Background: an optimization exercise with open tools, aiming at small area, a short achievable clock period and few clock cycles. Do not read the settings as production practice.
No functional check of the RTL was part of any run shown here.

<file path="flow/design.v">
module geofence ( clk,reset,X,Y,valid,is_inside);
input clk;
input reset;
input [9:0] X;
input [9:0] Y;
output reg valid;
output reg is_inside;
reg [2:0] cnt, base, now;
reg [9:0] x [5:0];
reg [9:0] y [5:0];
reg [9:0] xx,yy;
reg [3:0] state;
reg signed [20:0] cross_p;
reg signed [10:0] mul1, mul2, sub1, sub2;
wire signed [20:0] multiply; 
assign multiply = mul1 * mul2;
wire signed [10:0] substract; 
assign substract = sub1 - sub2;
always @(posedge clk or posedge reset) begin
    if(reset) begin
        valid <= 0;
        is_inside <= 0;
        cnt <= 0;
        state <= 0;
		mul1 <= 0;
		mul2 <= 0;
    end
    else begin
        case(state)
            4'd0: begin
				cnt <= 0;
                valid <= 0;
                xx <= X;
                yy <= Y;
                state <= 1;
            end
            4'd1: begin                
                x[cnt] <= X;
                y[cnt] <= Y;                
                if(cnt == 3'd5) begin
                    state <= 2;
                    base <= 5;
                    now <= 0;
                    cnt <= 0;
                end
                else begin
                    cnt <= cnt + 1;
                end
            end
            4'd2: begin
                sub1 <= x[now];
                sub2 <= x[0];
                state <= 3;
            end
            4'd3: begin
                sub1 <= y[now+1];
                sub2 <= y[0];
                mul1 <= substract;
                state <= 4;
            end
            4'd4: begin
                sub1 <= x[now+1];
                sub2 <= x[0];
                mul2 <= substract;
                state <= 5;
            end
            4'd5: begin
                cross_p <= multiply;
                sub1 <= y[now];
                sub2 <= y[0];
                mul1 <= substract;
                state <= 6;
            end
            4'd6: begin
                mul2 <= substract;
                state <= 7;
            end
            4'd7: begin
                if(cross_p > multiply) begin  
                    x[now+1] <= x[now];
                    y[now+1] <= y[now];
                    x[now] <= x[now+1];                             
                    y[now] <= y[now+1];                    
                end                  
                if(now + 1 == base) begin                                                
                    if(base == 1) begin
                        state <= 8;
                        is_inside <= 1;
                    end
                    else begin
                        base <= base - 1;
                        now <= 0;
                        state <= 4'd2;
                    end
                end
                else begin
                    now <= now + 1;
                    state <= 4'd2;
                end
            end
            4'd8: begin
                sub1 <= x[cnt];
                sub2 <= xx;
                state <= 9;
            end
            4'd9: begin
                if(cnt == 5)
                    sub1 <= y[0];
                else
                    sub1 <= y[cnt+1];
                sub2 <= y[cnt];
                mul1 <= substract;
                state <= 10;
            end
            4'd10: begin
                if(cnt == 5)
                    sub1 <= x[0];
                else
                    sub1 <= x[cnt+1];
                sub2 <= x[cnt];
                mul2 <= substract;
                state <= 11;
            end
            4'd11: begin
                cross_p <= multiply;
                sub1 <= y[cnt];
                sub2 <= yy;
                mul1 <= substract;
                state <= 12;
            end
            4'd12: begin
                mul2 <= substract;
                state <= 13;
            end
            4'd13: begin
                if(cross_p > multiply) begin
                    is_inside <= 0;
                    state <= 14;
                end
                else begin
                    if(cnt == 5) begin
                        state <= 14;
                    end
                    else begin
                        state <= 4'd8;
                        cnt <= cnt + 1;
                    end
                end                
            end
            4'd14: begin
                valid <= 1;
                state <= 15;
            end
			4'd15: begin
				valid <= 0;
				state <= 4'd0;
			end
        endcase
    end
end
endmodule
</file>
<file path="flow/config.mk">
export PLATFORM = sky130hd
export DESIGN_NAME = geofence
export DESIGN_NICKNAME = geofence
export VERILOG_FILES = /design/flow/design.v
export SDC_FILE = /design/flow/constraint.sdc
export NUM_CORES = 4
export LEC_CHECK = 0
export CAP_MARGIN = 20
export CORE_MARGIN = 2
export CORE_UTILIZATION = 40
export SLEW_MARGIN = 20
</file>
<file path="flow/constraint.sdc">
create_clock -name core_clock -period 10.0 [get_ports {clk}]
set_input_delay 2.0000 -clock core_clock [delete_from_list [all_inputs] [get_ports {clk}]]
set_output_delay 2.0000 -clock core_clock [all_outputs]
set_load 0.01 [all_outputs]
</file>
<file path="flow/run.sh">
#!/bin/bash
# synth_recipe.tcl (not shown) runs the flow's synth.tcl, then flattens the netlist and writes it again
# the make line also repeats each setting of config.mk as NAME=value (left out here)
make -C /OpenROAD-flow-scripts/flow DESIGN_CONFIG=/design/flow/config.mk WORK_HOME=/design/flow/orfs CLKGATE_MAP_FILE= SYNTH_SCRIPT=/design/flow/synth_recipe.tcl finish
</file>
==> run summary, run 1 <==
- The tool flagged a number of max-cap violations equal to 0.
* Time the worst path needs with I/O delays and setup: 7840 ps
* Share of synthesized area occupied by flip-flops and latches: 0.3403
- Number of flops mapped to enable cells by yosys: between 150 and 200
- Fraction of synthesized cell area taken by the top area cell type: 0.2990
* Cell Area, Synth: 18,780 um^2
- For this run, the top clock speed supported by timing is about 130 MHz.
- Global routing finished with a remaining overflow of 0.
- The floorplan has just under 80 rows.
- Top Family by Delay on Critical Path: adder cells
- Worst slack, placed: 2162 ps
- Leading area contributor after synthesis: sky130_fd_sc_hd__edfxtp_1
- The most critical setup path has its endpoint at x[2][4]$_DFFE_PP_.
- Startpoint class of the critical path: flip-flop
- Number of buffer and inverter stages on the critical path: 4
- For this block, the via count after detailed routing is 16.66k.
* DIE WIDTH: ~220 um
* Post-synthesis async set-or-reset flop share: 0.1422
- The worst hold path belongs to the class reg -> reg.
- For the worst flop-to-flop path, the logic depth is 25.
* Number of register bits inferred by synthesis: around 220
- Final hold violations: 0
* Setup WS post-layout: 2160 ps
* Hold Buf Count CTS: 0
* Class of the most critical setup path: reg -> reg
- Routability congestion estimate: 0.9490
- The die is 220.7 um tall.
- Top Ports: 24
- Setup-failing EPs final: 0
- Layout-stage area growth over the synthesis result: 9.574%
- Data arrival, critical path: 8080 ps
- Final sum of negative setup slack: 0 ps
- Data on the critical path is required at its endpoint by roughly 10,000 ps.
- TritonCTS built the clock tree.
* CP most frequent cell: sky130_fd_sc_hd__fa_1
- Average routed wire per standard cell: 24.17 um
* Residual antenna-violating net count after detailed routing: 0
- Most used standard cells in the synthesized netlist: sky130_fd_sc_hd__nand2_1, sky130_fd_sc_hd__o21ai_0, sky130_fd_sc_hd__edfxtp_1, sky130_fd_sc_hd__inv_1, sky130_fd_sc_hd__a21oi_1
* Worst reg-to-reg setup slack: 2160 ps
- Fill count: 4,418
- Among all stages on the critical path, the largest delay is contributed by sky130_fd_sc_hd__fa_1.
- For this run, the number of Yosys warnings is 3.
- Number of logic stages on the critical path including buffering: 25
- The routed design has 63,110 um of wire.
- The worst register-to-register path ends at x[2][4]$_DFFE_PP_.
* Element type at the critical path end: flip-flop
- Critical path peak fanout: 13
* Clock latency on the worst-skew pair: roughly 600 ps
- Remaining design rule violation count: 0
- Quantity of gates resized following cts: 0
* Final max-slew violation count: 0
- Largest stage delay on the critical path: 740 ps
- Among all cell types in the netlist, the one instantiated most often is sky130_fd_sc_hd__nand2_1.
- The most critical setup path has its startpoint at mul2[3]$_DFFE_PP0P_.
- Total setup buffers inserted after CTS: 0
- Nets: around 2.2k
- Clock root cell: sky130_fd_sc_hd__clkbuf_16
- Wire length of the first global-routing pass: 96,920 um
- Most used flip-flop cell after synthesis: sky130_fd_sc_hd__edfxtp_1
* Status: timing/DRC/antenna clean
- In the final layout, the share of cells above drive strength 1 is 0.06390.
- After synthesis, the mean cell area works out to 9.215 um^2.
* First-pass detailed-route iteration total: 13
- Number of antenna violations at the first check in global routing: 0
- Unique cell type count in the Yosys netlist: 59
- Clock-pin slew on the worst setup and hold paths: 60 ps
- No sink is reached through more buffers than the 3 on the longest clock path.
- For the final database, setup skew stands at 63.48 ps.
* Critical R2R Launch: mul2[3]$_DFFE_PP0P_
- Number of cells produced by synthesis: about 2.0k
- Counting every net in the synthesized netlist gives 2,264.
- In this run, the number of DRC markers left after iteration 0 of detailed routing was 3,063.
- In the routed layout, each cell is associated on average with a via count of 6.380.
- The clock net in this run drives a total of 218 sinks.
- PortBufs: 23
- In the global route stage, overall resource usage came out at 0.2587.
* Total clock buffers created by CTS: 28
* CTS H-Tree Depth: 1
- Relative slew slack: 0.1980
- RSZ-0062 raised after global routing: false
- Post-DP HPWL: 41,070 um
* Worst-margin pin slew: ~1200 ps
- Main area contributors after synthesis: sky130_fd_sc_hd__edfxtp_1, sky130_fd_sc_hd__fa_1, sky130_fd_sc_hd__ha_1
* Area of the core region: 46,460 um^2
- Crit share post-route: 0.7840
- Starting Density: 0.4042
* Hold Worst Slack: roughly 500 ps
* Via count of the first global-routing pass: 16.37k
* Maximum number of pins on one net before global-route repair: 63
* Area of the die: between 40,000 and 50,000 um^2
metal layers:
layer / share of wire / track usage / vias to the layer above
met5: 0 / 0 / -
met4: 0.036 / 0.09978 / 0
met3: 0.12 / 0.06378 / 181
met2: 0.43 / 0.3884 / 1167
met1: 0.41 / 0.3595 / 7973
li1: - / - / 7338
stage by stage:
stage	utilization	cell area, um^2	instances
finish	0.4429	20580	2611
global route	0.4429	20570	2610
CTS	0.4429	20570	2610
detailed placement	0.4210	19560	2558
global placement	0.4209	19550	2558
floorplan	-	18780	2038
logic make-up after synthesis:
group | Yosys count | synth area share
AOI/OAI and AO/OA | 702 | 0.2463
and+or+nand+nor | 497 | 0.1217
buffers and inverters | 338 | 0.06949
DFF | 218 | 0.3403
adders and majority gates | 204 | 0.1815
muxes | 44 | 0.02432
xor gates and xnor gates | 35 | 0.01632
state kept, by name (all words and copies together), names as in the netlist:
signal / cells
base: 3
cnt: 3
cross_p: 21
is_inside: 1
mul1: 11
mul2: 11
now: 3
state: 4
sub1: 10
sub2: 10
valid: 1
x: 60
xx: 10
y: 60
yy: 10
placed cells by master (no fill, tap or decap), types with 31 or more instances in the layout:
cell type	n
sky130_fd_sc_hd__a21oi_1	147
sky130_fd_sc_hd__a221oi_1	35
sky130_fd_sc_hd__a222oi_1	84
sky130_fd_sc_hd__a22oi_1	51
sky130_fd_sc_hd__and2_1	63
sky130_fd_sc_hd__buf_4	46
sky130_fd_sc_hd__dfrtp_1	31
sky130_fd_sc_hd__edfxtp_1	187
sky130_fd_sc_hd__fa_1	114
sky130_fd_sc_hd__ha_1	87
sky130_fd_sc_hd__inv_1	182
sky130_fd_sc_hd__mux2i_1	31
sky130_fd_sc_hd__nand2_1	216
sky130_fd_sc_hd__nor2_1	97
sky130_fd_sc_hd__o21ai_0	203
worst min-delay path by stage:
| stage | cells past startpoint | endpoint | from |
|---|---|---|---|
| floorplan | 1 | cnt[0]$_DFFE_PP0P_ | cnt[0]$_DFFE_PP0P_ |
| global placement | 1 | is_inside$_DFFE_PP0P_ | is_inside$_DFFE_PP0P_ |
| detailed placement | 1 | is_inside$_DFFE_PP0P_ | is_inside$_DFFE_PP0P_ |
| CTS | 1 | is_inside$_DFFE_PP0P_ | is_inside$_DFFE_PP0P_ |
| global route | 1 | is_inside$_DFFE_PP0P_ | is_inside$_DFFE_PP0P_ |
| finish | 1 | is_inside$_DFFE_PP0P_ | is_inside$_DFFE_PP0P_ |
area by class of cell:
cell class | instances | area (um^2) | area share
clock buffers | 36 | 750.7 | 0.03648
multi-input cells | 1482 | 11150 | 0.5417
inverters | 182 | 683.2 | 0.03320
repair buffers | 69 | 575.6 | 0.02797
flip-flops and latches | 218 | 6391 | 0.3106
diodes | 1 | 2.502 | 0.0001216
clock inverters | 16 | 267.8 | 0.01301
well taps | 607 | 759.5 | 0.03691
==> run 2: changes to the inputs <==
==> flow/design.v (replaced) <==
module geofence (clk, reset, X, Y, valid, is_inside);
input clk;
input reset;
input [9:0] X;
input [9:0] Y;
output reg valid;
output reg is_inside;
reg [3:0] ph;
reg [9:0] rx, ry;                  
reg signed [10:0] vx, vy;          
reg vz;                            
reg signed [10:0] ax, ay, bx, by;  
reg ins;                           
wire signed [21:0] pa1 = ax * vy;
wire signed [21:0] pa2 = ay * vx;
wire signed [21:0] pb1 = bx * vy;
wire signed [21:0] pb2 = by * vx;
wire a_neg  = pa1 < pa2;
wire a_zero = pa1 == pa2;
wire b_pos  = pb1 > pb2;
wire b_zero = pb1 == pb2;
wire opp_a = (ax[10] ^ vx[10]) | (ay[10] ^ vy[10]);
wire opp_b = (bx[10] ^ vx[10]) | (by[10] ^ vy[10]);
wire hit = vz | (a_zero & opp_a) | (b_zero & opp_b) | (a_neg & b_pos);
wire new_a = a_neg & ~b_pos;
wire new_b = ~a_neg & b_pos;
wire first = (ph == 4'd2);
wire ins_nx = first ? vz : (ins | hit);
always @(posedge clk or posedge reset) begin
    if (reset) begin
        ph <= 4'd0;
        valid <= 1'b0;
    end else begin
        valid <= (ph == 4'd7);
        ph <= (ph == 4'd8) ? 4'd0 : ph + 4'd1;
    end
end
always @(posedge clk) begin
    if (ph == 4'd0) begin
        rx <= X;
        ry <= Y;
    end
    vx <= $signed({1'b0, X}) - $signed({1'b0, rx});
    vy <= $signed({1'b0, Y}) - $signed({1'b0, ry});
    vz <= (X == rx) & (Y == ry);
    if (first | new_a) begin
        ax <= vx;
        ay <= vy;
    end
    if (first | new_b) begin
        bx <= vx;
        by <= vy;
    end
    ins <= ins_nx;
    if (ph == 4'd7)
        is_inside <= ins_nx;
end
endmodule
==> run 2 against run 1 <==
Compared with the run above:
- largest cell class unchanged
- worst hold slack gained 1.1 ps
- first-iteration DRC count shrank 75%
- still clean
- sequential cell count is 124 lower
==> run summary, run 2 <==
* Most used flip-flop cell after synthesis: sky130_fd_sc_hd__edfxtp_1 (unchanged)
* CTS H-Tree Depth: 3 (was 1)
- Mapped Avg Cell Area: 9.239 um^2 (was 9.215 um^2)
- Number of register bits inferred by synthesis: 94 (was 218)
* Share of synthesized area occupied by flip-flops and latches: 0.1075 (was 0.3403)
- The fraction of final layout cells sized beyond drive strength 1 came to 0.02124 (was 0.06390).
- PortBufs: 23 (unchanged)
* Residual antenna-violating net count after detailed routing: 0 (unchanged)
* Final max-slew violation count: 0 (unchanged)
- Area of the die: 61,460 um^2 (was 48,700 um^2)
* Top Ports: 24 (unchanged)
- The commonest non-fill, non-tap cell in the layout is sky130_fd_sc_hd__inv_1 (was sky130_fd_sc_hd__nand2_1).
- The wire length after detailed routing is 53,290 um (was 63,110 um).
- Most used standard cells in the synthesized netlist: sky130_fd_sc_hd__inv_1, sky130_fd_sc_hd__fa_1, sky130_fd_sc_hd__nand2_1, sky130_fd_sc_hd__ha_1, sky130_fd_sc_hd__and2_1 (was sky130_fd_sc_hd__nand2_1, sky130_fd_sc_hd__o21ai_0, sky130_fd_sc_hd__edfxtp_1, sky130_fd_sc_hd__inv_1, sky130_fd_sc_hd__a21oi_1)
* Number of inserted diodes: 0 (was 1)
- Number of antenna violations at the first check in global routing: 0 (unchanged)
- The area share of the largest cell type after synthesis came to 0.3954 (was 0.2990).
* First-pass detailed-route iteration total: 5 (was 13)
* Initial detailed-routing violation count: 764 (was 3,063)
* Vias: 16.10k (was 16.66k)
- The max-slew headroom at the worst pin was 0.2473 (was 0.1980).
- Worst reg-to-reg setup slack: 930 ps (was 2160 ps)
* Total setup buffers inserted after CTS: 0 (unchanged)
- The library cell occupying the most area in the post-synthesis netlist is sky130_fd_sc_hd__fa_1 (was sky130_fd_sc_hd__edfxtp_1).
- The critical-path cell with the highest stage delay is sky130_fd_sc_hd__o21ai_2 (was sky130_fd_sc_hd__fa_1).
- The clock slew seen by the registers of the worst setup and hold paths came to 70 ps (was 60 ps).
- Largest stage delay on the critical path: 870 ps (was 740 ps)
- The detailed placer's ending HPWL is 44,690 um (was 41,070 um).
- The global route total overflow came to 0 (unchanged).
- The max-cap violation count came to 0 (unchanged).
* Area of the core region: 58,910 um^2 (was 46,460 um^2)
- The total negative slack came to 0 ps (unchanged).
* Number of flops mapped to enable cells by yosys: 65 (was 187)
- The area of the mapped netlist came to 23,800 um^2 (was 18,780 um^2).
* Time the worst path needs with I/O delays and setup: 9068 ps (was 7840 ps)
* Setup skew after layout: 11.40 ps (was 63.48 ps)
- Main area contributors after synthesis: sky130_fd_sc_hd__fa_1, sky130_fd_sc_hd__ha_1, sky130_fd_sc_hd__inv_1 (was sky130_fd_sc_hd__edfxtp_1, sky130_fd_sc_hd__fa_1, sky130_fd_sc_hd__ha_1)
* CP most frequent cell: sky130_fd_sc_hd__fa_1 (unchanged)
- Wire length of the first global-routing pass: 90,330 um (was 96,920 um)
* Ordered list of cells on the worst path: clkinv_1 -> nor2_1 -> fa_1 -> fa_1 -> fa_1 -> fa_1 -> inv_1 -> fa_1 -> inv_1 -> ha_1 -> a21o_1 -> a21oi_1 -> nor2b_1 -> a31oi_1 -> a311o_1 -> a21oi_1 -> xnor2_1 -> ha_1 -> nand4_1 -> nor4_1 -> a31oi_1 -> o21a_1 -> o21ai_2
- Startpoint class of the critical path: flip-flop (unchanged)
* Starting Density: 0.4040 (was 0.4042)
- The global-route track usage on met1 is 0.2429 (was 0.3595).
- Setup-failing EPs final: 0 (unchanged)
- The proportion of register bits with asynchronous set or reset after synthesis is 0.05319 (was 0.1422).
- The width of the die is 247.9 um (was 220.7 um).
- Met3 demand-to-capacity share in global routing: 0.01081 (was 0.06378)
- The category of cells accounting for the largest share of critical-path delay is adder cells (unchanged).
* Crit share post-route: 0.9068 (was 0.7840)
- Critical path required time: 9960 ps (was 10,240 ps)
- Post-synthesis net count: 3,323 (was 2,264)
- The path type of the worst min-delay path was reg -> reg (unchanged).
- The combined buffer and inverter count along the critical path came to 3 (was 4).
- Clock root cell: sky130_fd_sc_hd__clkbuf_16 (unchanged)
- The clock latency reported for the late side of the worst-skew pair was 350 ps (was 610 ps).
* Unique cell type count in the Yosys netlist: 67 (was 59)
- Average routed wire per standard cell: 16.08 um (was 24.17 um)
* Hold Worst Slack: 494.7 ps (was 493.6 ps)
* Timing-limited maximum frequency: 110.3 MHz (was 127.5 MHz)
- The cell count after synthesis came to 2,576 (was 2,038).
* Clock sink total: 94 (was 218)
- Remaining design rule violation count: 0 (unchanged)
* Status: timing/DRC/antenna clean (unchanged)
* Routing layer with the top usage in global route: met2 (unchanged)
- The slew of the pin with the lowest slew margin is 1128 ps (was 1203 ps).
- Element type at the critical path end: flip-flop (unchanged)
* Class of the most critical setup path: reg -> reg (unchanged)
* Met2 usage: 0.3348 (was 0.3884)
- Commonest non-fill, non-tap cells in the layout: sky130_fd_sc_hd__inv_1, sky130_fd_sc_hd__fa_1, sky130_fd_sc_hd__nand2_1 (was sky130_fd_sc_hd__nand2_1, sky130_fd_sc_hd__o21ai_0, sky130_fd_sc_hd__edfxtp_1)
- Maximum number of pins on one net before global-route repair: 25 (was 63)
* Quantity of gates resized following cts: 0 (unchanged)
- Routability congestion estimate: 0.8758 (was 0.9490)
* Final hold violations: 0 (unchanged)
- RSZ-0062 raised after global routing: false (unchanged).
* Overall die height: 247.9 um (was 220.7 um)
- The yosys synthesis warning count is 1 (was 3).
- The count of hold-fix buffers inserted at cts is 0 (unchanged).
- The largest fanout on the critical path was 22 (was 13).
- The per-cell via count in the routed design is 4.856 (was 6.380).
- The layout overhead on the synthesized area came to 5.647% (was 9.574%).
- Most repeated cell in the gate-level netlist after synthesis: sky130_fd_sc_hd__inv_1 (was sky130_fd_sc_hd__nand2_1)
* Number of buffers on the longest clock path: 2 (was 3)
- The number of core rows came to 89 (was 79).
- Total clock buffers created by CTS: 9 (was 28)
- The clock tree from TritonCTS is done (unchanged).
* Total global routing track utilization: 0.1851 (was 0.2587)
- The number of nets at the end of the flow came to 3,284 (was 2,207).
- Via count of the first global-routing pass: 17.76k (was 16.37k)
- Data arrival, critical path: 9030 ps (was 8080 ps)
-- run 2: kinds of logic (layout without fill, tap and decap cells) --
group	count (synthesis)	after routing	share of synthesized area
buffers and inverters	751	717	0.1184
adders and majority gates	725	725	0.5294
and+or+nand+nor	663	663	0.1372
AOI/OAI and AO/OA	233	233	0.06656
xor gates and xnor gates	106	106	0.03901
DFF	94	94	0.1075
muxes	4	4	0.001893
-- run 2: worst register-to-register path, stage by stage, from the launching register on --
cell and delay, ps:
sky130_fd_sc_hd__dfxtp_1 860, sky130_fd_sc_hd__clkinv_1 750, sky130_fd_sc_hd__nor2_1 310, sky130_fd_sc_hd__fa_1 460, sky130_fd_sc_hd__fa_1 520, sky130_fd_sc_hd__fa_1 430, sky130_fd_sc_hd__fa_1 500, sky130_fd_sc_hd__inv_1 50
sky130_fd_sc_hd__fa_1 470, sky130_fd_sc_hd__inv_1 40, sky130_fd_sc_hd__ha_1 340, sky130_fd_sc_hd__a21o_1 210, sky130_fd_sc_hd__a21oi_1 220, sky130_fd_sc_hd__nor2b_1 210, sky130_fd_sc_hd__a31oi_1 140, sky130_fd_sc_hd__a311o_1 400
sky130_fd_sc_hd__a21oi_1 190, sky130_fd_sc_hd__xnor2_1 140, sky130_fd_sc_hd__ha_1 370, sky130_fd_sc_hd__nand4_1 150, sky130_fd_sc_hd__nor4_1 510, sky130_fd_sc_hd__a31oi_1 180, sky130_fd_sc_hd__o21a_1 330, sky130_fd_sc_hd__o21ai_2 870
-- run 2: stage by stage --
| stage | util | instances | setup slack [ps] | cell area, um^2 |
|---|---|---|---|---|
| after detailed placement | 0.4210 | 3299 | 902.7 | 24800 |
| after CTS | 0.4268 | 3315 | 883.5 | 25140 |
| after global placement | 0.4210 | 3299 | 1263 | 24800 |
| final | 0.4268 | 3315 | 931.6 | 25140 |
| after floorplan | - | 2576 | 1545 | 23800 |
| after global routing | 0.4268 | 3315 | 391.7 | 25140 |
-- run 2: per-layer routing --
metal / wire length (um) / up-vias
met4: 1239 / 0
li1: - / 7663
met5: 0 / -
met2: 26620 / 274
met3: 1458 / 58
met1: 23970 / 8102
-- run 2: final cells by class --
class / instances / area [um^2]
clock inverters: 7 / 120.1
well taps: 773 / 967.2
fillers: 5701 / 33760
multi-input cells: 1731 / 18430
clock buffers: 9 / 225.2
flip-flops and latches: 94 / 2557
inverters: 659 / 2474
repair buffers: 42 / 372.9
-- run 2: path summary, 6_finish.rpt --
check,start,endpoint,depth (start not counted)
min in group asynchronous,reset,ph[1]$_DFF_PP0_,2
min,ph[0]$_DFF_PP0_,ph[0]$_DFF_PP0_,1
min reg2reg,ph[0]$_DFF_PP0_,ph[0]$_DFF_PP0_,1
max reg2reg,vx[10]$_DFF_P_,ax[5]$_DFFE_PP_,23
max in group asynchronous,reset,ph[2]$_DFF_PP0_,2
max,vx[10]$_DFF_P_,ax[5]$_DFFE_PP_,23

==> re-timing with driven ports <==
The results above use ideal ports. As a check the final layouts listed here were re-extracted and re-timed, cells and wires unchanged. Step 1: set_driving_cell puts a clkbuf_16 on clk and a buf_2 on each other input, an assumption about the parent block. Step 2 adds t to the input delays and takes it off the output delays; t is the mean of the earliest and latest rising clock arrival at the registers after step 1. Input paths then give back, and output paths get back, about the clock's delay inside the block. a / b / c = ideal / step 1 / step 2; a / b = the first two.
run | t (ns) | setup WS [ns] | hold slack, ns | worst setup path at the end | worst register clock-pin slew, ns
run 1 | 0.631 | 2.160 / 2.160 / 2.160 | 0.494 / 0.494 / 0.494 | register to register | 0.07 / 0.07
run 2 | 0.387 | 0.932 / 0.932 / 0.932 | 0.495 / 0.495 / 0.495 | register to register | 0.07 / 0.07
After both steps every run listed still meets setup and hold.
